What follows belongs to an exercise in optimizing a design on an open flow for small area; a production flow would make more cautious choices.
Where RTL was checked, it was by simulation tests only, not by an equivalence proof against the original.
For runs 1 and 2, only the layout was checked, not whether the RTL still works.
No run shown here takes its clock network from TritonCTS; it comes from the design's own scripts or RTL.
No driver is modelled on the clock port, so clock power and skew are understated where the tree is cut down; a real chip needs a root buffer or a tree.
Power figures rest on the tool's default switching activity, not on a simulated workload.

[flow/standard.sh]
#!/bin/bash
# synth_recipe.tcl (not shown) runs the flow's synth.tcl, then flattens the netlist and writes it again
# the make line also repeats each setting of config.mk as NAME=value (left out here)
make -C /OpenROAD-flow-scripts/flow DESIGN_CONFIG=/design/flow/config.mk WORK_HOME=/design/flow/orfs CLKGATE_MAP_FILE= SYNTH_SCRIPT=/design/flow/synth_recipe.tcl "${@:-finish}"
[flow/flow/area.abc]
strash
&get -n
&fraig -x
&put
dc2
strash
&get -n
&deepsyn -T 60
&put
strash
&get -n
&dch -f
&nf -R 1000 -p
&put
[flow/constraint.sdc]
create_clock -name core_clock -period 10.0 [get_ports {CLK}]
set_input_delay 2.0000 -clock core_clock [delete_from_list [all_inputs] [get_ports {CLK}]]
set_output_delay 2.0000 -clock core_clock [all_outputs]
set_load 0.01 [all_outputs]
[flow/flow/cts.tcl]
# Clock tree: the clock port drives a few clock buffers, each placed at the
# centre of a group of nearby flip-flops and driving that group.
utl::set_metrics_stage "cts__{}"
source $::env(SCRIPTS_DIR)/load.tcl
erase_non_stage_variables cts
load_design 3_place.odb 3_place.sdc

set nbuf $::env(FLOW_CTS_NBUF)
set bufcell $::env(FLOW_CTS_BUF)
set block [ord::get_db_block]
set db [ord::get_db]
set clk_net [$block findNet $::env(FLOW_CLK_PORT)]
set sinks {}
foreach it [$clk_net getITerms] {
  if { [$it isInputSignal] } { lappend sinks $it }
}
puts "clock sinks: [llength $sinks]"
# sink locations
set pts {}
foreach it $sinks {
  set inst [$it getInst]
  set bb [$inst getBBox]
  lappend pts [list [expr {([$bb xMin] + [$bb xMax]) / 2.0}] [expr {([$bb yMin] + [$bb yMax]) / 2.0}]]
}
# k-means with deterministic start: sort by x, pick evenly spaced seeds
set n [llength $pts]
set order [lsort -real -index 0 [lmap p $pts {set p}]]
set cent {}
for {set k 0} {$k < $nbuf} {incr k} {
  lappend cent [lindex $order [expr {int(($k + 0.5) * $n / $nbuf)}]]
}
for {set iter 0} {$iter < 50} {incr iter} {
  set asg {}
  foreach p $pts {
    set best 0; set bd 1e30
    for {set k 0} {$k < $nbuf} {incr k} {
      set c [lindex $cent $k]
      set d [expr {abs([lindex $p 0] - [lindex $c 0]) + abs([lindex $p 1] - [lindex $c 1])}]
      if {$d < $bd} {set bd $d; set best $k}
    }
    lappend asg $best
  }
  set newc {}
  for {set k 0} {$k < $nbuf} {incr k} {
    set sx 0; set sy 0; set cnt 0
    foreach p $pts a $asg {
      if {$a == $k} {set sx [expr {$sx + [lindex $p 0]}]; set sy [expr {$sy + [lindex $p 1]}]; incr cnt}
    }
    if {$cnt > 0} {lappend newc [list [expr {$sx / $cnt}] [expr {$sy / $cnt}]]} else {lappend newc [lindex $cent $k]}
  }
  set cent $newc
}
set master [$db findMaster $bufcell]
for {set k 0} {$k < $nbuf} {incr k} {
  set inst [odb::dbInst_create $block $master "clkbuf_flow_$k"]
  set c [lindex $cent $k]
  $inst setLocation [expr {int([lindex $c 0])}] [expr {int([lindex $c 1])}]
  $inst setPlacementStatus PLACED
  set net [odb::dbNet_create $block "clknet_flow_$k"]
  $net setSigType CLOCK
  [$inst findITerm A] connect $clk_net
  [$inst findITerm X] connect $net
  set cnt 0
  foreach it $sinks a $asg {
    if {$a == $k} { $it disconnect; $it connect $net; incr cnt }
  }
  puts "clock buffer $k at $c drives $cnt sinks"
}
global_connect
set_propagated_clock [all_clocks]
estimate_parasitics -placement

set_placement_padding -global \
  -left $::env(CELL_PAD_IN_SITES_DETAIL_PLACEMENT) \
  -right $::env(CELL_PAD_IN_SITES_DETAIL_PLACEMENT)
detailed_placement
estimate_parasitics -placement
repair_timing_helper
detailed_placement
check_placement -verbose
report_metrics 4 "cts final"
orfs_write_db $::env(RESULTS_DIR)/4_1_cts.odb
orfs_write_sdc $::env(RESULTS_DIR)/4_cts.sdc
[flow/flow/run.sh]
#!/bin/bash
# Layout flow: ORFS's own steps through standard.sh, with
#  - synthesis: ORFS's synth script with an area-oriented ABC script
#    (flow/area.abc) and without the full/half-adder cell extraction; the
#    registers are those of the standard synthesis, only the mapping of the
#    logic between them differs,
#  - port buffers: the smallest buffer cell,
#  - clock tree (flow/cts.tcl): the clock port drives a few clock buffers,
#    each at the centre of a group of flip-flops, instead of an H-tree.
# Each step's full output goes to its own log file in this folder.
set -euo pipefail
W=$(pwd)
F=$W/flow

sed -e 's|log_cmd abc {\*}$abc_args|log_cmd abc -script $::env(FLOW_ABC_SCRIPT) {*}[lrange $abc_args 2 end]|' \
    "$FLOW_HOME/scripts/synth.tcl" > "$W/flow_synth.tcl"
grep -q 'FLOW_ABC_SCRIPT' "$W/flow_synth.tcl"
sed -e "s|source \$::env(SCRIPTS_DIR)/synth.tcl|source $W/flow_synth.tcl|" "$W/synth_recipe.tcl" > "$W/flow_synth_recipe.tcl"
grep -q 'flow_synth.tcl' "$W/flow_synth_recipe.tcl"
export FLOW_ABC_SCRIPT=$F/area.abc
export FLOW_CTS_NBUF=${FLOW_CTS_NBUF:-3}
export FLOW_CTS_BUF=${FLOW_CTS_BUF:-sky130_fd_sc_hd__buf_12}
export FLOW_CLK_PORT=CLK

ARGS=(SYNTH_SCRIPT="$W/flow_synth_recipe.tcl" ADDER_MAP_FILE=
      BUFFER_PORTS_ARGS="-buffer_cell sky130_fd_sc_hd__buf_1"
      MIN_BUF_CELL_AND_PORTS="sky130_fd_sc_hd__buf_1 A X")
bash standard.sh "${ARGS[@]}" synth > "$W/log_synth.txt" 2>&1
bash standard.sh "${ARGS[@]}" floorplan > "$W/log_floorplan.txt" 2>&1
bash standard.sh "${ARGS[@]}" place > "$W/log_place.txt" 2>&1
bash standard.sh "${ARGS[@]}" RUN_SCRIPT="$F/cts.tcl" RUN_LOG_NAME_STEM=4_1_cts run > "$W/log_cts.txt" 2>&1
R=$W/orfs/results/$FLOW_PLATFORM/taxi/base
test -f "$R/4_1_cts.odb" && test -f "$R/4_cts.sdc"
cp "$R/4_1_cts.odb" "$R/4_cts.odb"
touch "$R/4_cts.sdc"
bash standard.sh "${ARGS[@]}" route > "$W/log_route.txt" 2>&1
bash standard.sh "${ARGS[@]}" finish > "$W/log_finish.txt" 2>&1
test -f "$W/out/final.def"
[flow/config.mk]
export PLATFORM = sky130hd
export DESIGN_NAME = taxi
export DESIGN_NICKNAME = taxi
export VERILOG_FILES = /design/flow/design.v
export SDC_FILE = /design/flow/constraint.sdc
export NUM_CORES = 8
export LEC_CHECK = 0
export CAP_MARGIN = 20
export CORE_MARGIN = 2
export CORE_UTILIZATION = 40
export SLEW_MARGIN = 20
export SYNTH_HIERARCHICAL = 1
[flow/design.v]
`timescale 1ns / 1ps
module totals (
    input CLK, input RST, input add, input clr,
    input [3:0] one, input [3:0] two, input [3:0] three, input [3:0] four,
    output reg [3:0] t1, output reg [3:0] t2, output reg [3:0] t3, output reg [3:0] t4
    );
function [4:0] bcd_add;
    input [3:0] t;
    input [3:0] f;
    input cin;
    reg k0, k1, k2, z0, z1, z2, z3, z4, co;
    begin
        z0 = t[0] ^ f[0] ^ cin;
        k0 = (t[0] & f[0]) | (t[0] & cin) | (f[0] & cin);
        z1 = t[1] ^ f[1] ^ k0;
        k1 = (t[1] & f[1]) | (t[1] & k0) | (f[1] & k0);
        z2 = t[2] ^ f[2] ^ k1;
        k2 = (t[2] & f[2]) | (t[2] & k1) | (f[2] & k1);
        z3 = t[3] ^ f[3] ^ k2;
        z4 = (t[3] & f[3]) | (t[3] & k2) | (f[3] & k2);
        co = z4 | (z3 & (z2 | z1));
        bcd_add = {co, (z3 & ~co) | (z4 & z1), z2 ^ (co & ~z1), z1 ^ co, z0};
    end
endfunction
wire c4, c3, c2, c1;
wire [3:0] n1, n2, n3, n4;
assign {c4, n4} = bcd_add(t4, four, 1'b0);
assign {c3, n3} = bcd_add(t3, three, c4);
assign {c2, n2} = bcd_add(t2, two, c3);
assign {c1, n1} = bcd_add(t1, one, c2);
wire en2 = ~(c4 & ~c3);
wire en1 = en2 & ~(c3 & ~c2);
wire ld2 = add & en2;
wire ld1 = add & en1;
wire h4 = ~add & ~clr;
wire h2 = ~ld2 & ~clr;
wire h1 = ~ld1 & ~clr;
always @(posedge CLK) begin
    t4 <= ({4{add}} & n4) | ({4{h4}} & t4);
    t3 <= ({4{add}} & n3) | ({4{h4}} & t3);
    t2 <= ({4{ld2}} & n2) | ({4{h2}} & t2);
    t1 <= ({4{ld1}} & n1) | ({4{h1}} & t1);
end
endmodule
module timebase (
    input CLK, input RST, input flag, input SW0,
    output kmark, output mmark, output base, output tier2
    );
reg [1:0] cnt2;      
reg [9:0] m;         
reg [3:0] km;
reg [3:0] cnt3;      
reg [5:0] min;       
wire clr = RST | flag;
wire drive = ~flag & ~SW0;
wire wait_ = ~flag & SW0;
wire mend = cnt2[1];
wire send = cnt3 == 4'b1000;
wire m_end = m == 10'b1010110010;
wire min_end = min == 6'b010100;
wire mstep = drive & mend;
wire kstep = mstep & m_end;
wire sstep = wait_ & send;
assign kmark = kstep;
assign mmark = sstep & min_end;
assign base = ~km[3] & ~km[2];
assign tier2 = ~(km[3] & km[1] & km[0]);
always @(posedge CLK) begin
    if (clr) cnt2 <= 0;
    else if (drive) cnt2 <= {cnt2[0], ~cnt2[0] & ~cnt2[1]};
    if (clr | kstep) m <= 0;
    else if (mstep) m <= {m[8:0], ~(m[9] ^ m[6])};
    if (clr) km <= 0;
    else if (kstep & tier2) km <= km + 1;
    if (clr) cnt3 <= 0;
    else if (wait_) cnt3 <= {cnt3[2:0], ~(cnt3[3] ^ cnt3[2])};
    if (RST | (sstep & min_end)) min <= 0;
    else if (sstep) min <= {min[4:0], ~(min[5] ^ min[4])};
end
endmodule
module fare (
    input CLK, input RST, input flag,
    input kmark, input mmark, input base, input tier2,
    output reg [3:0] one, output reg [3:0] two, output reg [3:0] three, output reg [3:0] four,
    output reg [3:0] thousand
    );
wire clr = RST | flag;
wire setf = clr | (kmark & base);
wire inc = (kmark & ~base) | mmark;
wire p5 = mmark;
wire p6 = ~mmark & ~tier2;
wire [3:0] d = four;
wire s0 = d[0] ^ p5;
wire k0 = d[0] & p5;
wire s1 = d[1] ^ p6 ^ k0;
wire k1 = (d[1] & p6) | (d[1] & k0) | (p6 & k0);
wire s2 = ~(d[2] ^ k1);
wire k2 = d[2] | k1;
wire s3 = d[3] ^ k2;
wire s4 = d[3] & k2;
wire fc4 = s4 | (s3 & (s2 | s1));
wire [3:0] n4 = {(s3 & ~fc4) | (s4 & s1), s2 ^ (fc4 & ~s1), s1 ^ fc4, s0};
wire [3:0] u = three;
wire q1 = ~mmark;            
wire q0 = p6;                
wire z0 = u[0] ^ q0 ^ fc4;
wire j0 = (u[0] & q0) | (u[0] & fc4) | (q0 & fc4);
wire z1 = u[1] ^ q1 ^ j0;
wire j1 = (u[1] & q1) | (u[1] & j0) | (q1 & j0);
wire z2 = u[2] ^ j1;
wire j2 = u[2] & j1;
wire z3 = u[3] ^ j2;
wire z4 = u[3] & j2;
wire fc3 = z4 | (z3 & (z2 | z1));
wire [3:0] n3 = {(z3 & ~fc3) | (z4 & z1), z2 ^ (fc3 & ~z1), z1 ^ fc3, z0};
wire e2 = inc & fc3;
wire e1 = e2 & two[3] & two[0];
wire e0 = e1 & one[3] & one[0];
always @(posedge CLK) begin
    if (setf) begin
        four <= 0;
        three <= 0;
    end else if (inc) begin
        four <= n4;
        three <= n3;
    end
    if (setf) two <= 4'd1;
    else if (e2) two <= {two[3] ^ (two[0] & (two[3] | (two[1] & two[2]))),
                         two[2] ^ (two[0] & two[1]), two[1] ^ (two[0] & ~two[3]), ~two[0]};
    if (setf) one <= 4'd0;
    else if (e1) one <= {one[3] ^ (one[0] & (one[3] | (one[1] & one[2]))),
                         one[2] ^ (one[0] & one[1]), one[1] ^ (one[0] & ~one[3]), ~one[0]};
    if (clr) thousand <= 4'd0;
    else if (e0) thousand <= thousand + 1;
end
endmodule
module display (
    input CLK, input RST, input [1:0] SW, input BTN2, input flag,
    input [3:0] one, input [3:0] two, input [3:0] three, input [3:0] four,
    input [3:0] t1, input [3:0] t2, input [3:0] t3, input [3:0] t4,
    output [3:0] AN2, output [7:0] DISP1
    );
reg [2:0] cnt1;      
reg [4:0] count;     
reg [1:0] pos;       
reg [3:0] code;      
wire stepd = cnt1[2] & ~cnt1[1];
reg lit;
reg [1:0] k;
always @(*) begin
    case (SW)
        2'd0: begin lit = 1'b1;              k = count[1:0]; end
        2'd1: begin lit = ~count[0];         k = count[2:1]; end
        2'd2: begin lit = count[1:0] == 0;   k = count[3:2]; end
        default: begin lit = count[2:0] == 0; k = count[4:3]; end
    endcase
end
wire dash = ~BTN2 & flag;
wire f = ~BTN2 & ~flag;
wire sf0 = f & ~k[1] & ~k[0], sf1 = f & ~k[1] & k[0], sf2 = f & k[1] & ~k[0], sf3 = f & k[1] & k[0];
wire st0 = BTN2 & ~k[1] & ~k[0], st1 = BTN2 & ~k[1] & k[0], st2 = BTN2 & k[1] & ~k[0], st3 = BTN2 & k[1] & k[0];
wire [3:0] dsel = ({4{sf0}} & one) | ({4{sf1}} & two) | ({4{sf2}} & three) | ({4{sf3}} & four) |
                  ({4{st0}} & t1) | ({4{st1}} & t2) | ({4{st2}} & t3) | ({4{st3}} & t4) | {4{dash}};
wire zf1 = one == 0, zf2 = two == 0, zt1 = t1 == 0, zt2 = t2 == 0;
wire blank = (sf0 & zf1) | (sf1 & zf1 & zf2) | (st0 & zt1) | (st1 & zt1 & zt2);
always @(posedge CLK) begin
    if (RST) cnt1 <= 3'b000;
    else cnt1 <= {cnt1[1:0], ~cnt1[2]};
    if (RST) begin
        count <= 0;
        pos <= 0;
        code <= 0;
    end else if (stepd) begin
        count <= count + 1;
        pos <= (lit & ~blank) ? k : 2'd0;
        code <= lit ? dsel : 4'd0;
    end
end
assign AN2[0] = pos[1] | pos[0] | (code == 4'd0);
assign AN2[1] = pos[1] | ~pos[0];
assign AN2[2] = ~pos[1] | pos[0];
assign AN2[3] = ~pos[1] | ~pos[0];
wire [3:0] c = code;
wire isdash = c[3] & c[2];
wire sa = (c[3] & c[2]) | (c[2] & ~c[1] & ~c[0]) | (~c[3] & ~c[2] & ~c[1] & c[0]);
wire sb = ~((~c[2]) | (~c[3] & c[1] & c[0]) | (~c[1] & ~c[0]));
wire sc = (c[3] & c[1]) | (~c[2] & c[1] & ~c[0]);
wire sd = (c[2] & ~c[1] & ~c[0]) | (c[2] & c[1] & c[0]) | (~c[3] & ~c[2] & ~c[1] & c[0]);
wire se = (c[0]) | (c[2] & ~c[1]);
wire sf = (~c[2] & c[1]) | (c[1] & c[0]) | (~c[3] & ~c[2] & c[0]);
wire sg = (~c[3] & c[2] & c[1] & c[0]) | (~c[3] & ~c[2] & ~c[1]);
assign DISP1 = {~pos[1] | pos[0] | isdash, sg, sf, se, sd, sc, sb, sa};
endmodule
module taxi(
    input CLK,           
    input RST,           
    input SW0,           
    input [1:0] SW,      
    input BTN1,          
    input BTN2,          
    input BTN3,          
    output [1:0] LD6_7,
    output [7:0] DISP1,
    output [3:0] AN1,
    output [3:0] LD0_3,
    output LD5
    );
reg BTN3_q;
reg flag;            
wire rise = BTN3 & ~BTN3_q;
always @(posedge CLK) begin
    BTN3_q <= BTN3 & ~RST;
    if (RST) flag <= 1'b0;
    else if (rise) flag <= ~flag;
end
wire [3:0] one, two, three, four, thousand;
wire [3:0] t1, t2, t3, t4;
wire kmark, mmark, base, tier2;
totals u_tot (.CLK(CLK), .RST(RST), .add(rise & ~flag & ~RST), .clr(RST | (rise & BTN1)),
    .one(one), .two(two), .three(three), .four(four),
    .t1(t1), .t2(t2), .t3(t3), .t4(t4));
timebase u_tb (.CLK(CLK), .RST(RST), .flag(flag), .SW0(SW0),
    .kmark(kmark), .mmark(mmark), .base(base), .tier2(tier2));
fare u_fare (.CLK(CLK), .RST(RST), .flag(flag), .kmark(kmark), .mmark(mmark),
    .base(base), .tier2(tier2),
    .one(one), .two(two), .three(three), .four(four), .thousand(thousand));
display u_disp (.CLK(CLK), .RST(RST), .SW(SW), .BTN2(BTN2), .flag(flag),
    .one(one), .two(two), .three(three), .four(four),
    .t1(t1), .t2(t2), .t3(t3), .t4(t4), .AN2(AN1), .DISP1(DISP1));
assign LD0_3 = thousand;
assign LD6_7 = SW;
assign LD5 = SW0;
endmodule
==> impl_results.md, run 1 <==
* Main flop type after synthesis: dfxtp_1
* Synth Area in Compound Gates at 25.6%
* # DRC at 0
* CP Buf/Inv Count at 1
* Power Dens Cells at 117 nW/um^2
* Crit. End Element: flop
* # setup viols final at 0
* Share of the clock period used by the worst path at 64.8%
* Post-synth EDFFs at 0
* Fill cells at 957
* Storage element area at 1560 sq um
* I/O Pins at 27
* Yosys warns at 11
* Slowest-stage cell, CP: dfxtp_1
* PostCTS Resize Cnt at 0
* Largest registers: u_tb.m: 10 flops, u_tb.min: 6 flops, u_disp.count: 5 flops
* CP max stage delay at 460 ps
* Fin cells at 613
* Largest net degree at the start of global routing at 34
* CP startpoint: u_fare.four[1]
* Synthesized flop and latch total at 78
* Synth async-reset ratio at 0%
* Crit. path cell count at 29
* Worst Tran Pin Value at 827 ps
* Hold Fails Final Rpt at 0
* Post-synthesis cell type count at 45
* Syn Area/Cell at 8.31 sq um
* Initial antenna violation count at 0
* Family with the most delay on the worst path: adder cells
* Routed wire length at 8710 um
* Reg2reg end: u_tot.t1[1]
* Reg-to-reg startpoint: u_fare.four[1]
* Reg2Reg Setup Slack at 3520 ps
* Worst ir drop on vdd at 0.0882 mV
* Post-CTS setup buffers at 0
* WS Path Type: flop to flop
* Sequential-to-total area share from yosys stat at 40.7%
* Post-Syn Nets at 470
* Max reg flops at 10
* Area grow syn2layout at 7.92%
* Vias at 3379
* Critical Path Sink: u_tot.t1[1]
* Startpoint Class: flop
* Vias in the first global route at 3201
* Simple-gate area share of the yosys netlist at 23.8%
* Total congestion overflow at 0
* RSZ-0062 raised after global routing: no
* Adder-cell share of the synthesized area at 1.82%
* Worst path most repeated cell: maj3_1
* Commonest cells after routing, fill and taps aside: 78 x dfxtp_1, 43 x nand2_1, 41 x nor2_1, 40 x a21oi_1, 38 x o21ai_0
* Iter 0 DRT Violations at 187
* Main combinational cell family by area after synthesis: compound AO/OA/AOI/OAI gates
* Die H at 102 um
* Slew headroom at 44.9%
* RD Place Congestion at 0.801
* Top cells by area, synth: dfxtp_1 41%, a22o_1 6.2%, a21oi_1 5.2%, o21ai_0 5.0%, nand2_1 4.2%
* Final Critical Period at 6480 ps
* Post-synth top area share at 40.7%
* Leading area contributor after synthesis: dfxtp_1
* Hold_buf cts at 0
* Mapped Cells at 462
* Post-Synth XOR/XNOR Area at 5.70%
* Commonest non-fill, non-tap cell in the layout: dfxtp_1
* Vias/cell at 5.51
* Share of layout cells above drive strength 1 at 1.24%
* Number of buffers added on ports at 26
* Peak Freq at 154 MHz
* Pleak at 1.52 nW
* Status: no timing/DRC/antenna violations
* Inst Count DP at 609
* # diodes at 0
* Worst-skew pair later-pin latency at 150 ps
* Initial Utilization at 41.4%
* Setup total negative slack at 0 ps
* WP data required at 10030 ps
* Design Power at 0.000486 W
* Worst r2r path cells at 29
* Min-delay worst type: flop to flop
* Reg clk slew, reported paths at 120 ps
* Nets at 494
* Fin. max-slew vios at 0
* DR WL/cell at 14.2 um
* Rows at 35
* Footprint of the multi-input gates at 2200 sq um
* Post-Syn Area at 3840 sq um
* Pre-CTS setup slack at 3400 ps
* Full die area at 10400 sq um
* Max_cap viols at 0
* First-pass GRT wire length at 14700 um
* Detailed Routing Iterations Pass 1 at 6
* Core Area at 9280 sq um
* Die Wd at 102 um
* Largest Register: u_tb.m
* GRT Util Overall at 16.8%
* Skew final at 27.9 ps
* Mux contribution to synthesized area at 0.261%
* Worst EP arrival at 6510 ps
* Detail Placement HPWL at 6520 um
* Antenna Violating Nets Remaining at 0
* Post-route setup slack at 3520 ps
* Worst-path fanout max at 6
-- cell type report --
type / instances / share of cell area [%]
repair buffers: 29 / 2.90
flip-flops and latches: 78 / 37.7
well taps: 129 / 3.89
multi-input cells: 362 / 53.0
plain buffers: 3 / 1.45
inverters: 12 / 1.09
-- worst reg2reg max path: cells and delay by family, from the launching register on --
family	cells	cell delay, ps
adder cells (fa/ha/maj)	7	2800
XOR/XNOR	1	180
AO/OA/AOI/OAI	12	1900
buffers and inverters	1	80
flip-flops	1	460
AND/OR/NAND/NOR	8	970
-- synthesized netlist by cell type (4+ instances only) --
| cell | n |
|---|---|
| dfxtp_1 | 78 |
| nand2_1 | 43 |
| nor2_1 | 41 |
| a21oi_1 | 40 |
| o21ai_0 | 38 |
| a22o_1 | 27 |
| nor3_1 | 18 |
| xnor2_1 | 17 |
| nand2b_1 | 14 |
| nor2b_1 | 14 |
| clkinv_1 | 12 |
| buf_1 | 10 |
| a21o_1 | 9 |
| and3_1 | 9 |
| xor2_1 | 8 |
| and2_0 | 7 |
| maj3_1 | 7 |
| nand3_1 | 7 |
| nor4_1 | 6 |
| or2_0 | 5 |
| a221oi_1 | 4 |
| a222oi_1 | 4 |
| a31oi_1 | 4 |
| a32o_1 | 4 |
| nand3b_1 | 4 |
| o21a_1 | 4 |
-- per-module statistics from Yosys, one instance, submodules excluded --
module	flops+latches	area (sq um)	times used	cells
totals	16	1050	1	133
timebase	26	925	1	87
display	14	903	1	120
fare	20	872	1	110
taxi	2	93.8	1	12
-- routing by layer --
layer  global-route usage, %  up-vias  routed length [um]
li1                        -     1738                   -
met1                    23.2     1569                4160
met2                    29.3       62                4100
met3                    1.23       10                 343
met4                    2.46        0                 109
met5                       0        -                   0
-- per-stage QoR --
stage / utilization [%] / hold WS [ps] / instance area [sq um]
6_report: 44.6 / 412 / 4140
5_1_grt: 44.6 / 433 / 4140
3_5_place_dp: 43.9 / 396 / 4080
3_3_place_gp: 43.9 / 394 / 4080
2_1_floorplan: - / 381 / 3840
-- cell families after synthesis --
| family | Yosys count |
|---|---|
| and+or+nand+nor | 180 |
| AOI/OAI and AO/OA | 149 |
| DFF | 78 |
| xor gates and xnor gates | 25 |
| buffers and inverters | 22 |
| adders and majority gates | 7 |
| muxes | 1 |
-- worst min-delay path by stage --
stage,start,depth (start not counted),to
after global routing,u_disp.cnt1[2],1,u_disp.cnt1[0]
after floorplan,u_disp.cnt1[2],1,u_disp.cnt1[0]
after detailed placement,u_disp.cnt1[2],1,u_disp.cnt1[0]
after CTS,u_disp.cnt1[2],1,u_disp.cnt1[0]
after global placement,u_disp.cnt1[2],1,u_disp.cnt1[0]
final,u_disp.cnt1[2],1,u_disp.cnt1[0]
-- power breakdown --
| part | switching, W | internal, W |
|---|---|---|
| logic | 0.0000229 | 0.0000134 |
| clock network | 0.0000809 | 0.0000490 |
| registers | 0.00000474 | 0.000315 |
| total | 0.000108 | 0.000377 |
==> run 2: changes to the inputs <==
--- a/flow/design.v
+++ b/flow/design.v
@@ -162,6 +162,6 @@
 wire [3:0] dsel = ({4{sf0}} & one) | ({4{sf1}} & two) | ({4{sf2}} & three) | ({4{sf3}} & four) |
                   ({4{st0}} & t1) | ({4{st1}} & t2) | ({4{st2}} & t3) | ({4{st3}} & t4) | {4{dash}};
-wire zf1 = one == 0, zf2 = two == 0, zt1 = t1 == 0, zt2 = t2 == 0;
-wire blank = (sf0 & zf1) | (sf1 & zf1 & zf2) | (st0 & zt1) | (st1 & zt1 & zt2);
+wire z1 = BTN2 ? (t1 == 0) : (one == 0);
+wire blank = ~k[1] & k[0] & (dsel == 0) & z1;
 always @(posedge CLK) begin
     if (RST) cnt1 <= 3'b000;
==> impl_results.md, run 2 <==
* Status: no timing/DRC/antenna violations
* Top-count cell post-synth: dfxtp_1
* Worst ir drop on vdd at 0.117 mV
* WS Path Type: flop to flop
* Design Power at 0.000481 W
* Largest registers: u_tb.m: 10 flops, u_tb.min: 6 flops, u_disp.count: 5 flops
* # DRC at 0
* Synth async-reset ratio at 0%
* Largest Register: u_tb.m
* Nets at 500
* Post-synthesis cell type count at 46
* Commonest non-fill, non-tap cell in the layout: dfxtp_1
* Mapped Cells at 470
* Pleak at 1.53 nW
* Post-Syn Nets at 478
* Rows at 35
* Vias at 3312
* Largest net degree at the start of global routing at 31
* Syn Area/Cell at 8.20 sq um
* Yosys warns at 11
* Initial Utilization at 41.5%
* Detail Placement HPWL at 6210 um
* Net Switching at 0.000103 W
* Share of layout cells above drive strength 1 at 0.816%
* PostCTS Resize Cnt at 0
* Skew final at 22.4 ps
* # setup viols final at 0
* Startpoint Class: flop
* Max reg flops at 10
* Finished Cell Area at 4150 sq um
* Worst-path fanout max at 6
* GRT Util Overall at 15.6%
* Antenna Violating Nets Remaining at 0
* Routed wire length at 8150 um
* Vias/cell at 5.35
* Inst Count DP at 616
* Slew headroom at 31.3%
* Slowest-stage cell, CP: dfxtp_1
* Number of buffers added on ports at 26
* Reg clk slew, reported paths at 110 ps
* Post-Syn Area at 3860 sq um
* # diodes at 0
* Vias in the first global route at 3017
* Worst Tran Pin Value at 1030 ps
* Fin. max-slew vios at 0
* Post-CTS setup buffers at 0
* Synthesized flop and latch total at 78
* Peak Freq at 152 MHz
* Worst-skew pair later-pin latency at 140 ps
* Detailed Routing Iterations Pass 1 at 5
* Sw frac at 21.5%
* Full die area at 10400 sq um
* DR WL/cell at 13.2 um
* Hold_buf cts at 0
* Fin cells at 619
* Hold Fails Final Rpt at 0
* Main flop type after synthesis: dfxtp_1
* Reg power frac at 66.4%
* Top cells by area, synth: dfxtp_1 40%, a22o_1 6.8%, o21ai_0 5.5%, a21oi_1 5.2%, nor2_1 4.7%
* Core Area at 9280 sq um
* CP max stage delay at 480 ps
* Leading area contributor after synthesis: dfxtp_1
* Power Dens Cells at 116 nW/um^2
* Placed cell areas at 4090 sq um
* Comb pwr share at 8.1%
* I/O Pins at 27
* Post-synth top area share at 40.5%
* Die Wd at 102 um
* Post-synth EDFFs at 0
* Setup total negative slack at 0 ps
* First-pass GRT wire length at 13800 um
* Die H at 102 um
* Most frequent cells after synthesis: 78 x dfxtp_1, 48 x nor2_1, 45 x nand2_1
* Iter 0 DRT Violations at 164
* Worst EP arrival at 6590 ps
* Commonest cells after routing, fill and taps aside: 78 x dfxtp_1, 48 x nor2_1, 45 x nand2_1, 42 x o21ai_0, 40 x a21oi_1
* Share of the clock period used by the worst path at 65.6%
* WP data required at 10020 ps
* Clk pwr share at 25.6%
* Max_cap viols at 0
* Power Internal at 0.000378 W
* Initial antenna violation count at 0
* Min-delay worst type: flop to flop
* RD Place Congestion at 0.848
* Area grow syn2layout at 7.50%
* Final Critical Period at 6560 ps
* Worst path most repeated cell: maj3_1
* Total congestion overflow at 0
* Sequential-to-total area share from yosys stat at 40.5%
* Crit. End Element: flop
* RSZ-0062 raised after global routing: no
==> run 2: final cells by class <==
| class | count | area, sq um |
|---|---|---|
| fill | 941 | 5140 |
| multi-input combinational | 370 | 2210 |
| sequential | 78 | 1560 |
| tap | 129 | 161 |
| timing repair buffer | 27 | 105 |
| buffer | 3 | 60.1 |
| inverter | 12 | 45.0 |
==> run 2: metrics by stage <==
step	setup slack [ps]	hold slack (ps)	utilization, %
final	3440	435	44.6
after detailed placement	3510	414	44.0
after global placement	3580	401	44.0
after floorplan	4030	381	-
after global routing	2880	451	44.6
==> run 2: kinds of logic (layout without fill, tap and decap cells) <==
family | count (synthesis) | in the layout | synth area share (%)
compound gates | 150 | 150 | 25.1
xor+xnor | 26 | 26 | 5.91
fa+ha+maj | 7 | 7 | 1.82
buf+inv | 22 | 42 | 2.14
flops | 78 | 78 | 40.5
mux | 2 | 2 | 0.552
simple gates | 185 | 185 | 24.0
==> run 2: Yosys stat by module, one instance, submodules excluded <==
| module | cells | copies in the design |
|---|---|---|
| display | 128 | 1 |
| taxi | 12 | 1 |
| totals | 133 | 1 |
| timebase | 87 | 1 |
| fare | 110 | 1 |
==> run 2: power groups by stage <==
stage	Combinational (W)	Clock (W)	Sequential, W
2_1_floorplan	0.0000279	0	0.000325
3_3_place_gp	0.0000385	0	0.000326
3_5_place_dp	0.0000386	0	0.000326
4_1_cts	0.0000388	0.000131	0.000319
5_1_grt	0.0000435	0.000141	0.000320
6_report	0.0000387	0.000123	0.000319
==> run 2: metal layers <==
metal / track usage [%] / up-vias / routed length (um)
met2: 28.3 / 52 / 3840
met4: 3.08 / 0 / 125
met3: 1.03 / 9 / 304
met5: 0 / - / 0
met1: 20.6 / 1516 / 3880
li1: - / 1735 / -
==> run 2: path summary, 6_finish.rpt <==
check                               startpoint  slack (ps)              to  depth (start not counted)
worst max-delay path            u_fare.four[1]        3440     u_tot.t1[1]                         29
worst min-delay path            u_disp.cnt1[2]         430  u_disp.cnt1[0]                          1
worst max register to register  u_fare.four[1]        3440     u_tot.t1[1]                         29
worst min register to register  u_disp.cnt1[2]         430  u_disp.cnt1[0]                          1
==> run 2: critical path: cells and delay by family, from the launching register on <==
kind	cells	cell delay [ps]
adder cells (fa/ha/maj)	7	2800
XOR/XNOR	1	180
AO/OA/AOI/OAI	12	1910
flip-flops	1	480
AND/OR/NAND/NOR	8	1000
buffers and inverters	1	80
==> run 3: changes to the inputs <==
--- a/flow/design.v
+++ b/flow/design.v
@@ -9,14 +9,7 @@
     input [3:0] f;
     input cin;
-    reg k0, k1, k2, z0, z1, z2, z3, z4, co;
+    reg z0, z1, z2, z3, z4, co;
     begin
-        z0 = t[0] ^ f[0] ^ cin;
-        k0 = (t[0] & f[0]) | (t[0] & cin) | (f[0] & cin);
-        z1 = t[1] ^ f[1] ^ k0;
-        k1 = (t[1] & f[1]) | (t[1] & k0) | (f[1] & k0);
-        z2 = t[2] ^ f[2] ^ k1;
-        k2 = (t[2] & f[2]) | (t[2] & k1) | (f[2] & k1);
-        z3 = t[3] ^ f[3] ^ k2;
-        z4 = (t[3] & f[3]) | (t[3] & k2) | (f[3] & k2);
+        {z4, z3, z2, z1, z0} = t + f + cin;
         co = z4 | (z3 & (z2 | z1));
         bcd_add = {co, (z3 & ~co) | (z4 & z1), z2 ^ (co & ~z1), z1 ^ co, z0};
@@ -163,5 +156,5 @@
                   ({4{st0}} & t1) | ({4{st1}} & t2) | ({4{st2}} & t3) | ({4{st3}} & t4) | {4{dash}};
 wire z1 = BTN2 ? (t1 == 0) : (one == 0);
-wire blank = ~k[1] & k[0] & (dsel == 0) & z1;
+wire blank = ~dash & ~k[1] & (dsel == 0) & (~k[0] | z1);
 always @(posedge CLK) begin
     if (RST) cnt1 <= 3'b000;
--- a/flow/flow/run.sh
+++ b/flow/flow/run.sh
@@ -7,5 +7,6 @@
 #  - port buffers: the smallest buffer cell,
 #  - clock tree (flow/cts.tcl): the clock port drives a few clock buffers,
-#    each at the centre of a group of flip-flops, instead of an H-tree.
+#    each at the centre of a group of flip-flops, instead of an H-tree;
+#    the buffer size is raised until the estimated clock slew is low enough.
 # Each step's full output goes to its own log file in this folder.
 set -euo pipefail
@@ -19,6 +20,6 @@
 grep -q 'flow_synth.tcl' "$W/flow_synth_recipe.tcl"
 export FLOW_ABC_SCRIPT=$F/area.abc
-export FLOW_CTS_NBUF=${FLOW_CTS_NBUF:-3}
-export FLOW_CTS_BUF=${FLOW_CTS_BUF:-sky130_fd_sc_hd__buf_12}
+export FLOW_CTS_OPTIONS="3:sky130_fd_sc_hd__buf_12 4:sky130_fd_sc_hd__buf_8 3:sky130_fd_sc_hd__clkbuf_16 4:sky130_fd_sc_hd__buf_12 4:sky130_fd_sc_hd__clkbuf_16"
+export FLOW_CTS_MAX_SLEW=0.112
 export FLOW_CLK_PORT=CLK
 
==> flow/flow/cts.tcl (replaced) <==
utl::set_metrics_stage "cts__{}"
source $::env(SCRIPTS_DIR)/load.tcl
erase_non_stage_variables cts
load_design 3_place.odb 3_place.sdc

set block [ord::get_db_block]
set db [ord::get_db]
set clk_net [$block findNet $::env(FLOW_CLK_PORT)]
set sinks {}
foreach it [$clk_net getITerms] {
  if { [$it isInputSignal] } { lappend sinks $it }
}
puts "clock sinks: [llength $sinks]"
set pts {}
foreach it $sinks {
  set bb [[$it getInst] getBBox]
  lappend pts [list [expr {([$bb xMin] + [$bb xMax]) / 2.0}] [expr {([$bb yMin] + [$bb yMax]) / 2.0}]]
}

# k-means on the sink locations, deterministic start
proc clusters { pts nbuf } {
  set n [llength $pts]
  set order [lsort -real -index 0 $pts]
  set cent {}
  for {set k 0} {$k < $nbuf} {incr k} {
    lappend cent [lindex $order [expr {int(($k + 0.5) * $n / $nbuf)}]]
  }
  for {set iter 0} {$iter < 50} {incr iter} {
    set asg {}
    foreach p $pts {
      set best 0; set bd 1e30
      for {set k 0} {$k < $nbuf} {incr k} {
        set c [lindex $cent $k]
        set d [expr {abs([lindex $p 0] - [lindex $c 0]) + abs([lindex $p 1] - [lindex $c 1])}]
        if {$d < $bd} {set bd $d; set best $k}
      }
      lappend asg $best
    }
    set newc {}
    for {set k 0} {$k < $nbuf} {incr k} {
      set sx 0; set sy 0; set cnt 0
      foreach p $pts a $asg {
        if {$a == $k} {set sx [expr {$sx + [lindex $p 0]}]; set sy [expr {$sy + [lindex $p 1]}]; incr cnt}
      }
      if {$cnt > 0} {lappend newc [list [expr {$sx / $cnt}] [expr {$sy / $cnt}]]} else {lappend newc [lindex $cent $k]}
    }
    set cent $newc
  }
  return [list $cent $asg]
}

proc max_clk_slew { sinks } {
  estimate_parasitics -placement
  set mx 0
  foreach it $sinks {
    set p [get_pins [[$it getInst] getName]/[[$it getMTerm] getName]]
    set s [get_property $p slew_max]
    if {$s > $mx} {set mx $s}
  }
  return $mx
}

set_placement_padding -global \
  -left $::env(CELL_PAD_IN_SITES_DETAIL_PLACEMENT) \
  -right $::env(CELL_PAD_IN_SITES_DETAIL_PLACEMENT)
set_propagated_clock [all_clocks]

set max_slew $::env(FLOW_CTS_MAX_SLEW)
set done 0
# options in order of area: {count cell}
foreach opt $::env(FLOW_CTS_OPTIONS) {
  lassign [split $opt :] nbuf cell
  lassign [clusters $pts $nbuf] cent asg
  set bufs {}
  set nets {}
  for {set k 0} {$k < $nbuf} {incr k} {
    set inst [odb::dbInst_create $block [$db findMaster $cell] "clkbuf_flow_$k"]
    set c [lindex $cent $k]
    $inst setLocation [expr {int([lindex $c 0])}] [expr {int([lindex $c 1])}]
    $inst setPlacementStatus PLACED
    set net [odb::dbNet_create $block "clknet_flow_$k"]
    $net setSigType CLOCK
    [$inst findITerm A] connect $clk_net
    [$inst findITerm X] connect $net
    foreach it $sinks a $asg {
      if {$a == $k} { $it disconnect; $it connect $net }
    }
    lappend bufs $inst
    lappend nets $net
  }
  global_connect
  detailed_placement
  set s [max_clk_slew $sinks]
  puts "clock tree: $nbuf x $cell, estimated max clock pin slew $s"
  if {$s <= $max_slew} { set done 1; break }
  if {$opt eq [lindex $::env(FLOW_CTS_OPTIONS) end]} { break }
  # undo and try the next option
  foreach it $sinks { $it disconnect; $it connect $clk_net }
  foreach inst $bufs { odb::dbInst_destroy $inst }
  foreach net $nets { odb::dbNet_destroy $net }
}
puts "clock tree done ($done)"

estimate_parasitics -placement
repair_timing_helper
detailed_placement
check_placement -verbose
report_metrics 4 "cts final"
orfs_write_db $::env(RESULTS_DIR)/4_1_cts.odb
orfs_write_sdc $::env(RESULTS_DIR)/4_cts.sdc
==> impl_results.md, run 3 <==
* Max reg flops at 10
* DR WL/cell at 13.3 um
* Post-CTS setup buffers at 0
* Peak Freq at 130 MHz
* Sw frac at 20.9%
* Min-delay worst type: flop to flop
* Post-synthesis cell type count at 45
* Die H at 102 um
* Hold Fails Final Rpt at 0
* # setup viols final at 0
* Detail Placement HPWL at 6300 um
* Die Wd at 102 um
* CP startpoint: u_fare.four[0]
* Hold_buf cts at 0
* Share of the clock period used by the worst path at 77.0%
* Commonest non-fill, non-tap cell in the layout: dfxtp_1
* Crit. End Element: flop
* Post-Syn Nets at 467
* Pleak at 1.51 nW
* Nets at 490
* PostCTS Resize Cnt at 0
* Detailed Routing Iterations Pass 1 at 4
* RD Place Congestion at 0.826
* Top-count cell post-synth: dfxtp_1
* RSZ-0062 raised after global routing: no
* Comb pwr share at 6.8%
* Pre-CTS setup slack at 2420 ps
* Slew headroom at 42.4%
* First-pass GRT wire length at 14300 um
* Clk pwr share at 27.0%
* Largest Register: u_tb.m
* Share of layout cells above drive strength 1 at 1.04%
* Main flop type after synthesis: dfxtp_1
* Worst-skew pair later-pin latency at 160 ps
* Synthesized flop and latch total at 78
* Hold WS at 411 ps
* # DRC at 0
* Routed wire length at 8120 um
* Commonest cells after routing, fill and taps aside: 78 x dfxtp_1, 44 x nor2_1, 42 x nand2_1, 41 x o21ai_0, 37 x a21oi_1
* Reg2Reg Setup Slack at 2300 ps
* Worst ir drop on vdd at 0.109 mV
* Power Internal at 0.000381 W
* Post-synth top area share at 41.1%
* Leading area contributor after synthesis: dfxtp_1
* Vias at 3335
* Critical Path Sink: u_tot.t1[1]
* # diodes at 0
* Storage element area at 1560 sq um
* Power Dens Cells at 117 nW/um^2
* Mapped Cells at 459
* Footprint of the multi-input gates at 2150 sq um
* Startpoint Class: flop
* Final Critical Period at 7700 ps
* Reg power frac at 66.2%
* WP data required at 10050 ps
* Post-Syn Area at 3800 sq um
* Reg-to-reg startpoint: u_fare.four[0]
* Syn Area/Cell at 8.29 sq um
* Reg2reg end: u_tot.t1[1]
* Fin. max-slew vios at 0
* Total congestion overflow at 0
* Setup total negative slack at 0 ps
* Max_cap viols at 0
* Initial Utilization at 41.2%
* Post-synth EDFFs at 0
* Core Area at 9240 sq um
* Area grow syn2layout at 8.19%
* Antenna Violating Nets Remaining at 0
* Full die area at 10300 sq um
* Largest net degree at the start of global routing at 30
* Worst Tran Pin Value at 865 ps
* Status: no timing/DRC/antenna violations
* Worst r2r path cells at 25
* WS Path Type: flop to flop
* Fill cells at 915
* Vias in the first global route at 3151
* Sequential-to-total area share from yosys stat at 41.1%
* Post-route setup slack at 2300 ps
* Yosys warns at 11
* Most frequent cells after synthesis: 78 x dfxtp_1, 44 x nor2_1, 42 x nand2_1
* Skew final at 17.0 ps
* Reg clk slew, reported paths at 100 ps
* Largest registers: u_tb.m: 10 flops, u_tb.min: 6 flops, u_disp.count: 5 flops
* Worst-path fanout max at 7
* Rows at 35
* Worst EP arrival at 7740 ps
* Top cells by area, synth: dfxtp_1 41%, a22o_1 6.4%, o21ai_0 5.4%, a21oi_1 4.9%, xnor2_1 4.6%
* Synth async-reset ratio at 0%
* Net Switching at 0.000100 W
* Finished Core Util at 44.5%
* Iter 0 DRT Violations at 252
* I/O Pins at 27
* GRT Util Overall at 16.3%
* Initial antenna violation count at 0
* Vias/cell at 5.48
* Number of buffers added on ports at 26
==> run 3: area by class of cell <==
class / instances / area share (%)
plain buffers: 3 / 1.82
inverters: 14 / 1.28
multi-input cells: 357 / 52.3
flip-flops and latches: 78 / 37.9
well taps: 129 / 3.92
repair buffers: 28 / 2.74
==> run 3: cells by family (layout without fill, tap and decap cells) <==
group / after synthesis / in the layout / synth area share, %
AO/OA/AOI/OAI: 141 / 141 / 24.4
adder cells (fa/ha/maj): 9 / 9 / 2.37
multiplexers: 1 / 1 / 0.296
AND/OR/NAND/NOR: 181 / 181 / 23.8
flip-flops: 78 / 78 / 41.1
buffers and inverters: 24 / 45 / 2.37
XOR/XNOR: 25 / 25 / 5.76
==> run 3: power by group through the flow <==
stage                     sequential, W  combinational [W]  clock, W
after global placement         0.000326          0.0000320         0
after detailed placement       0.000326          0.0000326         0
after global routing           0.000319          0.0000373  0.000149
final                          0.000318          0.0000327  0.000130
after floorplan                0.000324          0.0000225         0
after CTS                      0.000319          0.0000327  0.000137
==> run 3: layer usage <==
metal	global-route usage [%]	part of all wire, %	wire length, um
met1	21.1	47	3810
met2	29.1	47	3800
met3	1.79	4.5	367
met4	3.22	1.8	143
met5	0	0	0
==> run 3: per-stage QoR <==
stage	cells	power [W]	area (sq um)
2_1_floorplan	459	0.000347	3800
3_3_place_gp	606	0.000358	4040
3_5_place_dp	606	0.000358	4040
5_1_grt	609	0.000506	4120
6_report	609	0.000481	4120
==> run 3: how the worst min path moves through the flow <==
stage	end	depth (start not counted)	start	slack (ps)
detailed placement	u_disp.cnt1[0]	1	u_disp.cnt1[2]	400
CTS	u_disp.cnt1[0]	1	u_disp.cnt1[2]	420
global route	u_disp.cnt1[0]	1	u_disp.cnt1[2]	440
floorplan	u_disp.cnt1[0]	1	u_disp.cnt1[2]	380
finish	u_disp.cnt1[0]	1	u_disp.cnt1[2]	410
global placement	u_disp.cnt1[0]	1	u_disp.cnt1[2]	400
==> run 3: per-module statistics from Yosys, one instance, submodules excluded <==
| module | cell area, sq um | copies in the design |
|---|---|---|
| taxi | 93.8 | 1 |
| totals | 1030 | 1 |
| display | 885 | 1 |
| timebase | 925 | 1 |
| fare | 872 | 1 |
==> run 3: critical path, cell delays in order (launching register included) <==
cell and delay, ps:
dfxtp_1 370, nand2_1 140, o21ai_0 150, maj3_1 400, maj3_1 390, nor3_1 280, or2_0 230, nand2b_1 150
a21boi_0 310, o21ai_0 210, maj3_1 400, maj3_1 380, nor3_1 350, nor2_1 170, maj3_1 420, maj3_1 390
o21ai_0 260, o21ai_0 160, nor3_1 290, nand2b_1 230, a21oi_1 130, maj3_1 400, maj3_1 390, maj3_1 390
or3_1 340, a32o_1 250
==> run 4: changes to the inputs <==
--- a/flow/design.v
+++ b/flow/design.v
@@ -78,52 +78,28 @@
     output reg [3:0] thousand
     );
-wire clr = RST | flag;
-wire setf = clr | (kmark & base);
 wire inc = (kmark & ~base) | mmark;
-wire p5 = mmark;
-wire p6 = ~mmark & ~tier2;
-wire [3:0] d = four;
-wire s0 = d[0] ^ p5;
-wire k0 = d[0] & p5;
-wire s1 = d[1] ^ p6 ^ k0;
-wire k1 = (d[1] & p6) | (d[1] & k0) | (p6 & k0);
-wire s2 = ~(d[2] ^ k1);
-wire k2 = d[2] | k1;
-wire s3 = d[3] ^ k2;
-wire s4 = d[3] & k2;
-wire fc4 = s4 | (s3 & (s2 | s1));
-wire [3:0] n4 = {(s3 & ~fc4) | (s4 & s1), s2 ^ (fc4 & ~s1), s1 ^ fc4, s0};
-wire [3:0] u = three;
-wire q1 = ~mmark;            
-wire q0 = p6;                
-wire z0 = u[0] ^ q0 ^ fc4;
-wire j0 = (u[0] & q0) | (u[0] & fc4) | (q0 & fc4);
-wire z1 = u[1] ^ q1 ^ j0;
-wire j1 = (u[1] & q1) | (u[1] & j0) | (q1 & j0);
-wire z2 = u[2] ^ j1;
-wire j2 = u[2] & j1;
-wire z3 = u[3] ^ j2;
-wire z4 = u[3] & j2;
-wire fc3 = z4 | (z3 & (z2 | z1));
-wire [3:0] n3 = {(z3 & ~fc3) | (z4 & z1), z2 ^ (fc3 & ~z1), z1 ^ fc3, z0};
-wire e2 = inc & fc3;
-wire e1 = e2 & two[3] & two[0];
-wire e0 = e1 & one[3] & one[0];
-always @(posedge CLK) begin
-    if (setf) begin
-        four <= 0;
-        three <= 0;
+wire [3:0] a4 = mmark ? 4'd5 : tier2 ? 4'd4 : 4'd6;
+wire [3:0] a3 = mmark ? 4'd0 : tier2 ? 4'd2 : 4'd3;
+wire [4:0] f4 = four + a4;
+wire fc4 = f4 > 9;
+wire [4:0] f3 = three + a3 + fc4;
+wire fc3 = f3 > 9;
+wire fc2 = fc3 & two[3] & two[0];
+wire fc1 = fc2 & one[3] & one[0];
+always @(posedge CLK) begin
+    if (RST | flag) begin
+        one <= 0; two <= 1; three <= 0; four <= 0;
+        thousand <= 0;
+    end else if (kmark & base) begin
+        one <= 0; two <= 1; three <= 0; four <= 0;
     end else if (inc) begin
-        four <= n4;
-        three <= n3;
+        four <= fc4 ? f4 - 10 : f4;
+        three <= fc3 ? f3 - 10 : f3;
+        if (fc3) two <= {two[3] ^ (two[0] & (two[3] | (two[1] & two[2]))),
+                         two[2] ^ (two[0] & two[1]), two[1] ^ (two[0] & ~two[3]), ~two[0]};
+        if (fc2) one <= {one[3] ^ (one[0] & (one[3] | (one[1] & one[2]))),
+                         one[2] ^ (one[0] & one[1]), one[1] ^ (one[0] & ~one[3]), ~one[0]};
+        if (fc1) thousand <= thousand + 1;
     end
-    if (setf) two <= 4'd1;
-    else if (e2) two <= {two[3] ^ (two[0] & (two[3] | (two[1] & two[2]))),
-                         two[2] ^ (two[0] & two[1]), two[1] ^ (two[0] & ~two[3]), ~two[0]};
-    if (setf) one <= 4'd0;
-    else if (e1) one <= {one[3] ^ (one[0] & (one[3] | (one[1] & one[2]))),
-                         one[2] ^ (one[0] & one[1]), one[1] ^ (one[0] & ~one[3]), ~one[0]};
-    if (clr) thousand <= 4'd0;
-    else if (e0) thousand <= thousand + 1;
 end
 endmodule
@@ -149,12 +125,13 @@
     endcase
 end
-wire dash = ~BTN2 & flag;
-wire f = ~BTN2 & ~flag;
+wire dash = ~BTN2 & flag & lit;
+wire f = ~BTN2 & ~flag & lit;
+wire tt = BTN2 & lit;
 wire sf0 = f & ~k[1] & ~k[0], sf1 = f & ~k[1] & k[0], sf2 = f & k[1] & ~k[0], sf3 = f & k[1] & k[0];
-wire st0 = BTN2 & ~k[1] & ~k[0], st1 = BTN2 & ~k[1] & k[0], st2 = BTN2 & k[1] & ~k[0], st3 = BTN2 & k[1] & k[0];
+wire st0 = tt & ~k[1] & ~k[0], st1 = tt & ~k[1] & k[0], st2 = tt & k[1] & ~k[0], st3 = tt & k[1] & k[0];
 wire [3:0] dsel = ({4{sf0}} & one) | ({4{sf1}} & two) | ({4{sf2}} & three) | ({4{sf3}} & four) |
                   ({4{st0}} & t1) | ({4{st1}} & t2) | ({4{st2}} & t3) | ({4{st3}} & t4) | {4{dash}};
 wire z1 = BTN2 ? (t1 == 0) : (one == 0);
-wire blank = ~dash & ~k[1] & (dsel == 0) & (~k[0] | z1);
+wire blank = ~k[1] & (dsel == 0) & (~k[0] | z1);
 always @(posedge CLK) begin
     if (RST) cnt1 <= 3'b000;
@@ -167,5 +144,5 @@
         count <= count + 1;
         pos <= (lit & ~blank) ? k : 2'd0;
-        code <= lit ? dsel : 4'd0;
+        code <= dsel;
     end
 end
==> impl_results.md, run 4 <==
* Die Wd at 101 um
* Max_cap viols at 0
* Clk pwr share at 28.6%
* Status: no timing/DRC/antenna violations
* Post-synthesis cell type count at 45
* Slowest-stage cell, CP: maj3_1
* Initial Utilization at 41.1%
* Worst Tran Pin Value at 999 ps
* Max reg flops at 10
* Startpoint Class: flop
* Commonest non-fill, non-tap cell in the layout: dfxtp_1
* Commonest cells after routing, fill and taps aside: 78 x dfxtp_1, 57 x nand2_1, 42 x nor2_1, 36 x a21oi_1, 35 x o21ai_0
* Worst path most repeated cell: maj3_1
* Largest net degree at the start of global routing at 25
* Syn Area/Cell at 8.26 sq um
* Comb pwr share at 7.7%
* Leading area contributor after synthesis: dfxtp_1
* Detailed Routing Iterations Pass 1 at 5
* PostCTS Resize Cnt at 0
* Setup total negative slack at 0 ps
* Nets at 489
* Design Power at 0.000501 W
* Vias at 3258
* Vias in the first global route at 2987
* Worst-skew pair later-pin latency at 130 ps
* Number of buffers added on ports at 26
* Share of the clock period used by the worst path at 76.8%
* Largest registers: u_tb.m: 10 flops, u_tb.min: 6 flops, u_disp.count: 5 flops
* Pleak at 1.50 nW
* Most frequent cells after synthesis: 78 x dfxtp_1, 57 x nand2_1, 42 x nor2_1
* Die H at 101 um
* Vias/cell at 5.52
* Reg clk slew, reported paths at 90 ps
* WS Path Type: flop to flop
* Hold Fails Final Rpt at 0
* Sw frac at 21.6%
* Post-route setup slack at 2320 ps
* Post-synth EDFFs at 0
* Main flop type after synthesis: dfxtp_1
* Worst ir drop on vdd at 0.0899 mV
* Share of layout cells above drive strength 1 at 1.04%
* # DRC at 0
* GRT Util Overall at 15.6%
* Reg power frac at 63.7%
* Initial antenna violation count at 0
* Core Area at 9200 sq um
* RD Place Congestion at 0.849
* Synth async-reset ratio at 0%
* Slew headroom at 33.4%
* Power Internal at 0.000393 W
* Total congestion overflow at 0
* Worst-path fanout max at 6
* Top cells by area, synth: dfxtp_1 41%, a22o_1 5.8%, nand2_1 5.7%, a21oi_1 4.8%, o21ai_0 4.6%
* Fin cells at 590
* Fin. max-slew vios at 0
* Rows at 35
* Antenna Violating Nets Remaining at 0
* I/O Pins at 27
* CP max stage delay at 410 ps
* Net Switching at 0.000109 W
* Area grow syn2layout at 7.57%
* Post-synth top area share at 41.3%
* Largest Register: u_tb.m
* First-pass GRT wire length at 13600 um
* Inst Count DP at 586
* Worst EP arrival at 7690 ps
* Synthesized flop and latch total at 78
* # diodes at 0
* Final Critical Period at 7680 ps
* Iter 0 DRT Violations at 133
* Sequential-to-total area share from yosys stat at 41.3%
* Mapped Cells at 458
* Post-Syn Nets at 466
* Top-count cell post-synth: dfxtp_1
* # setup viols final at 0
* Full die area at 10300 sq um
* DR WL/cell at 13.8 um
* Crit. End Element: flop
* Post-Syn Area at 3780 sq um
* WP data required at 10010 ps
* Routed wire length at 8130 um
* Detail Placement HPWL at 6110 um
* Min-delay worst type: flop to flop
* Skew final at 13.6 ps
* Hold_buf cts at 0
* Post-CTS setup buffers at 0
* Yosys warns at 11
* Peak Freq at 130 MHz
* Pre-CTS setup slack at 2410 ps
* RSZ-0062 raised after global routing: no
* Power Dens Cells at 123 nW/um^2
[run 4: changes by cell type in the layout (fill, tap and decap cells not counted), sizes merged, moves of 4 or more]
cell and delta:
and3 -5, nor3 -7, clkinv -6, nand2 +15
a221oi -4, o21ai -6, nand3 +5
[run 4: per-module statistics from Yosys, one instance, submodules excluded]
module / copies in the design / cells
fare: 1 / 106
totals: 1 / 128
display: 1 / 125
timebase: 1 / 87
taxi: 1 / 12
[run 4: logic make-up (layout without fill, tap and decap cells)]
logic type | after synthesis | after routing | share of synthesized area (%)
AND/OR/NAND/NOR | 193 | 193 | 25.1
AO/OA/AOI/OAI | 136 | 136 | 23.9
flip-flops | 78 | 78 | 41.3
XOR/XNOR | 24 | 24 | 5.56
buffers and inverters | 18 | 39 | 1.79
adder cells (fa/ha/maj) | 9 | 9 | 2.38
[run 4: path summary, 6_finish.rpt]
kind,startpoint,end,slack (ps),cells after the start
worst min-delay path,u_disp.cnt1[2],u_disp.cnt1[0],430,1
worst min register to register,u_disp.cnt1[2],u_disp.cnt1[0],430,1
worst max register to register,u_fare.four[0],u_tot.t1[1],2320,25
worst max-delay path,u_fare.four[0],u_tot.t1[1],2320,25
[run 4: through the flow]
stage / hold WS [ps] / area (sq um) / utilization [%]
after floorplan: 381 / 3780 / -
after global placement: 408 / 3990 / 43.4
after detailed placement: 409 / 3990 / 43.4
after global routing: 460 / 4070 / 44.3
final: 433 / 4070 / 44.3
[run 4: power by group through the flow]
| stage | Sequential [W] | Combinational, W | Clock (W) |
|---|---|---|---|
| after floorplan | 0.000325 | 0.0000274 | 0 |
| after global placement | 0.000326 | 0.0000382 | 0 |
| after detailed placement | 0.000326 | 0.0000383 | 0 |
| after CTS | 0.000319 | 0.0000385 | 0.000148 |
| after global routing | 0.000320 | 0.0000438 | 0.000159 |
| final | 0.000319 | 0.0000384 | 0.000143 |
[run 4: final cells by class]
cell class | instances | area [sq um]
Buffer | 4 | 80.1
Timing Repair Buffer | 27 | 105
Multi-Input combinational cell | 362 | 2150
Tap cell | 111 | 139
Sequential cell | 78 | 1560
Inverter | 8 | 30.0
Fill cell | 910 | 5130
[run 4: metal layers]
metal	GRT usage, %	up-vias	wire length, um
li1	-	1700	-
met1	21.3	1504	3950
met2	28.3	50	3860
met3	1.17	4	274
met4	1.04	0	50
met5	0	-	0
[run 4: critical path, delay by kind of cell, from the launching register on]
kind / cells / cell delay (ps)
simple gates: 9 / 2170
compound gates: 7 / 1480
flops: 1 / 370
fa+ha+maj: 9 / 3550
==> run 5: changes to the inputs <==
--- a/flow/flow/run.sh
+++ b/flow/flow/run.sh
@@ -20,6 +20,7 @@
 grep -q 'flow_synth.tcl' "$W/flow_synth_recipe.tcl"
 export FLOW_ABC_SCRIPT=$F/area.abc
-export FLOW_CTS_OPTIONS="3:sky130_fd_sc_hd__buf_12 4:sky130_fd_sc_hd__buf_8 3:sky130_fd_sc_hd__clkbuf_16 4:sky130_fd_sc_hd__buf_12 4:sky130_fd_sc_hd__clkbuf_16"
-export FLOW_CTS_MAX_SLEW=0.112
+export FLOW_CTS_COUNTS="2 3 4"
+export FLOW_CTS_CELLS="sky130_fd_sc_hd__clkbuf_8 sky130_fd_sc_hd__buf_8 sky130_fd_sc_hd__buf_12 sky130_fd_sc_hd__clkbuf_16 sky130_fd_sc_hd__buf_16"
+export FLOW_CTS_MAX_SLEW=0.115
 export FLOW_CLK_PORT=CLK
 
--- a/flow/flow/cts.tcl
+++ b/flow/flow/cts.tcl
@@ -50,8 +50,8 @@
 }
 
-proc max_clk_slew { sinks } {
-  estimate_parasitics -placement
+proc net_max_slew { net } {
   set mx 0
-  foreach it $sinks {
+  foreach it [$net getITerms] {
+    if { ![$it isInputSignal] } { continue }
     set p [get_pins [[$it getInst] getName]/[[$it getMTerm] getName]]
     set s [get_property $p slew_max]
@@ -67,12 +67,15 @@
 
 set max_slew $::env(FLOW_CTS_MAX_SLEW)
-set done 0
-# options in order of area: {count cell}
-foreach opt $::env(FLOW_CTS_OPTIONS) {
-  lassign [split $opt :] nbuf cell
+set ladder $::env(FLOW_CTS_CELLS)
+
+# build a tree of nbuf buffers; each buffer is upsized along the ladder until
+# the slew at its flip-flops is low enough; returns {ok area sizes}
+proc build { nbuf sizes_in } {
+  global block db clk_net sinks pts ladder max_slew bufs nets
   lassign [clusters $pts $nbuf] cent asg
   set bufs {}
   set nets {}
   for {set k 0} {$k < $nbuf} {incr k} {
+    set cell [lindex $ladder [lindex $sizes_in $k]]
     set inst [odb::dbInst_create $block [$db findMaster $cell] "clkbuf_flow_$k"]
     set c [lindex $cent $k]
@@ -91,13 +94,59 @@
   global_connect
   detailed_placement
-  set s [max_clk_slew $sinks]
-  puts "clock tree: $nbuf x $cell, estimated max clock pin slew $s"
-  if {$s <= $max_slew} { set done 1; break }
-  if {$opt eq [lindex $::env(FLOW_CTS_OPTIONS) end]} { break }
-  # undo and try the next option
+  set sizes $sizes_in
+  while {1} {
+    estimate_parasitics -placement
+    set changed 0
+    set ok 1
+    for {set k 0} {$k < $nbuf} {incr k} {
+      set s [net_max_slew [lindex $nets $k]]
+      if {$s > $max_slew} {
+        set ok 0
+        set z [lindex $sizes $k]
+        if {$z + 1 < [llength $ladder]} {
+          lset sizes $k [expr {$z + 1}]
+          [lindex $bufs $k] swapMaster [$db findMaster [lindex $ladder [expr {$z + 1}]]]
+          set changed 1
+        }
+      }
+    }
+    if {$ok || !$changed} { break }
+    detailed_placement
+  }
+  set area 0
+  foreach inst $bufs {
+    set m [$inst getMaster]
+    set area [expr {$area + [$m getWidth] * [$m getHeight]}]
+  }
+  return [list $ok $area $sizes]
+}
+
+proc unbuild {} {
+  global bufs nets sinks clk_net
   foreach it $sinks { $it disconnect; $it connect $clk_net }
   foreach inst $bufs { odb::dbInst_destroy $inst }
   foreach net $nets { odb::dbNet_destroy $net }
 }
+
+set best {}
+foreach nbuf $::env(FLOW_CTS_COUNTS) {
+  set zeros {}
+  for {set k 0} {$k < $nbuf} {incr k} { lappend zeros 0 }
+  lassign [build $nbuf $zeros] ok area sizes
+  puts "clock tree: $nbuf buffers, sizes $sizes, area $area, slew ok $ok"
+  if {$ok && ($best eq {} || $area < [lindex $best 1])} { set best [list $nbuf $area $sizes] }
+  unbuild
+}
+if {$best eq {}} {
+  set n [lindex $::env(FLOW_CTS_COUNTS) end]
+  set top [expr {[llength $ladder] - 1}]
+  set sizes {}
+  for {set k 0} {$k < $n} {incr k} { lappend sizes $top }
+  set best [list $n 0 $sizes]
+}
+lassign $best nbuf area sizes
+lassign [build $nbuf $sizes] ok area sizes
+set done $ok
+foreach inst $bufs { puts "clock buffer [$inst getName]: [[$inst getMaster] getName]" }
 puts "clock tree done ($done)"
 
==> impl_results.md, run 5 <==
* Setup total negative slack at 0 ps
* CP startpoint: u_fare.four[1]
* # diodes at 0
* Mux contribution to synthesized area at 0%
* Reg2reg end: u_tot.t1[1]
* Vias at 3287
* Commonest non-fill, non-tap cell in the layout: dfxtp_1
* Largest net degree at the start of global routing at 25
* Top-count cell post-synth: dfxtp_1
* Worst-path fanout max at 6
* Worst-skew pair later-pin latency at 160 ps
* Initial antenna violation count at 0
* Startpoint Class: flop
* Sequential-to-total area share from yosys stat at 41.3%
* Critical Path Sink: u_tot.t1[1]
* Pleak at 1.49 nW
* Finished Cell Area at 4050 sq um
* Largest registers: u_tb.m: 10 flops, u_tb.min: 6 flops, u_disp.count: 5 flops
* Hold Fails Final Rpt at 0
* Commonest cells after routing, fill and taps aside: 78 x dfxtp_1, 57 x nand2_1, 42 x nor2_1, 36 x a21oi_1, 35 x o21ai_0
* Vias in the first global route at 2990
* Routed wire length at 8150 um
* Reg-to-reg startpoint: u_fare.four[1]
* DR WL/cell at 13.8 um
* Die Wd at 101 um
* RD Place Congestion at 0.849
* Reg clk slew, reported paths at 110 ps
* Top cells by area, synth: dfxtp_1 41%, a22o_1 5.8%, nand2_1 5.7%, a21oi_1 4.8%, o21ai_0 4.6%
* Largest Register: u_tb.m
* GRT Util Overall at 15.6%
* Total congestion overflow at 0
* Main flop type after synthesis: dfxtp_1
* Rows at 35
* Most frequent cells after synthesis: 78 x dfxtp_1, 57 x nand2_1, 42 x nor2_1
* Number of buffers added on ports at 26
* Skew final at 41.9 ps
* Yosys warns at 11
* Worst r2r path cells at 25
* Adder-cell share of the synthesized area at 2.38%
* Max_cap viols at 0
* Detailed Routing Iterations Pass 1 at 5
* Worst EP arrival at 7700 ps
* Fin. max-slew vios at 0
* Synthesized flop and latch total at 78
* Detail Placement HPWL at 6110 um
* Crit. End Element: flop
* Die H at 101 um
* Share of layout cells above drive strength 1 at 1.04%
* Post-synth top area share at 41.3%
* WS Path Type: flop to flop
* Core Area at 9200 sq um
* Syn Area/Cell at 8.26 sq um
* Post-synthesis cell type count at 45
* PostCTS Resize Cnt at 0
* I/O Pins at 27
* Max reg flops at 10
* Share of the clock period used by the worst path at 76.3%
* Worst Min Path Start: u_disp.cnt1[2]
* Simple-gate area share of the yosys netlist at 25.1%
* Hold WS at 437 ps
* # DRC at 0
* Iter 0 DRT Violations at 133
* Post-CTS setup buffers at 0
* RSZ-0062 raised after global routing: no
* Fill cells at 914
* Nets at 489
* Synth async-reset ratio at 0%
* Post-Syn Nets at 466
* Min-delay worst type: flop to flop
* Worst Tran Pin Value at 998 ps
* Full die area at 10300 sq um
* WP data required at 10070 ps
* Leading area contributor after synthesis: dfxtp_1
* Antenna Violating Nets Remaining at 0
* # setup viols final at 0
* Vias/cell at 5.57
* Placed cell areas at 3990 sq um
* Peak Freq at 131 MHz
* Hold_buf cts at 0
* Worst ir drop on vdd at 0.0899 mV
* Area grow syn2layout at 7.14%
* Design Power at 0.000485 W
* Mapped Cells at 458
* Main combinational cell family by area after synthesis: simple AND/OR/NAND/NOR gates
* Post-Syn Area at 3780 sq um
* Reg2Reg Setup Slack at 2370 ps
* Status: no timing/DRC/antenna violations
* Synth Area in Compound Gates at 23.9%
* Final Critical Period at 7630 ps
* First-pass GRT wire length at 13600 um
* Post-synth EDFFs at 0
* Post-Synth XOR/XNOR Area at 5.56%
* Finished Core Util at 44.1%
* Power Dens Cells at 120 nW/um^2
* Slew headroom at 33.4%
* Initial Utilization at 41.1%
-- run 5: per-layer routing --
layer	GRT usage, %	vias to the layer above	routed length (um)
met5	0	-	0
met4	1.46	0	74
met3	1.17	6	297
met2	27.9	61	3820
met1	21.4	1515	3950
li1	-	1705	-
-- run 5: logic make-up (layout without fill, tap and decap cells) --
| logic type | after synthesis | in the layout |
|---|---|---|
| AND/OR/NAND/NOR | 193 | 193 |
| AO/OA/AOI/OAI | 136 | 136 |
| flip-flops | 78 | 78 |
| XOR/XNOR | 24 | 24 |
| buffers and inverters | 18 | 39 |
| adder cells (fa/ha/maj) | 9 | 9 |
-- run 5: worst max-delay path, stage by stage, from the launching register on --
cell and delay, ps:
dfxtp_1 370, nor2_1 140, o21ai_0 150, maj3_1 400, maj3_1 380, nor3_1 260
or2_0 220, nand2b_1 150, a21boi_0 280, o21ai_0 210, maj3_1 410, maj3_1 390
nor3_1 340, nor2_1 170, maj3_1 410, maj3_1 390, o21ai_0 290, o21ai_0 170
nor3_1 290, nand2b_1 250, a21oi_1 120, maj3_1 400, maj3_1 390, maj3_1 390
or3_1 340, a32o_1 250
-- run 5: area by class of cell --
class	count	area, sq um	area share (%)
Timing Repair Buffer	27	105	2.59
Buffer	4	63.8	1.57
Multi-Input combinational cell	362	2150	53.1
Inverter	8	30.0	0.741
Sequential cell	78	1560	38.5
Tap cell	111	139	3.43
-- run 5: how the worst min path moves through the flow --
stage | endpoint | slack, ps | cells after the start
floorplan | u_disp.cnt1[0] | 380 | 1
global placement | u_disp.cnt1[0] | 410 | 1
detailed placement | u_disp.cnt1[0] | 410 | 1
CTS | u_disp.cnt1[0] | 440 | 1
global route | u_disp.cnt1[0] | 460 | 1
finish | u_disp.cnt1[0] | 440 | 1
-- run 5: per-module statistics from Yosys (local to each module, per instance) --
module    area (sq um)  flip-flops and latches
display            878                      14
fare               858                      20
taxi              93.8                       2
timebase           925                      26
totals            1030                      16
-- run 5: where the power goes --
part	total [W]	internal [W]	switching, W	leakage, nW
sequential	0.000319	0.000315	0.00000437	0.631
combinational	0.0000384	0.0000126	0.0000258	0.827
clock	0.000128	0.0000486	0.0000791	0.0314
total	0.000485	0.000376	0.000109	1.49
-- run 5: through the flow --
stage / setup slack, ps / cells
floorplan: 3020 / 458
global placement: 2740 / 586
detailed placement: 2410 / 586
global route: 1830 / 590
finish: 2370 / 590

==> what the ideal ports hide <==
How much do the figures lean on ideal ports? The routed layouts below were timed once more, with nothing changed but the port constraints. Step 1: set_driving_cell puts a clkbuf_16 on CLK and a buf_2 on each other input, an assumption about the parent block. Step 2 times the ports against the registers' clock, not the clock port: input delays grow and output delays shrink by t, the midpoint of the rising clock arrivals with the driver on. Slacks: no drivers / after step 1 / after step 2; pairs: no drivers / after step 1.
run | t (ns) | setup slack, ns
run 1 | 0.210 | 3.517 / 3.517 / 3.433
run 2 | 0.203 | 3.439 / 3.438 / 3.438
run 3 | 0.217 | 2.301 / 2.301 / 2.301
run 4 | 0.202 | 2.316 / 2.316 / 2.316
run 5 | 0.216 | 2.370 / 2.371 / 2.371
After both steps setup and hold are still met in every run listed.
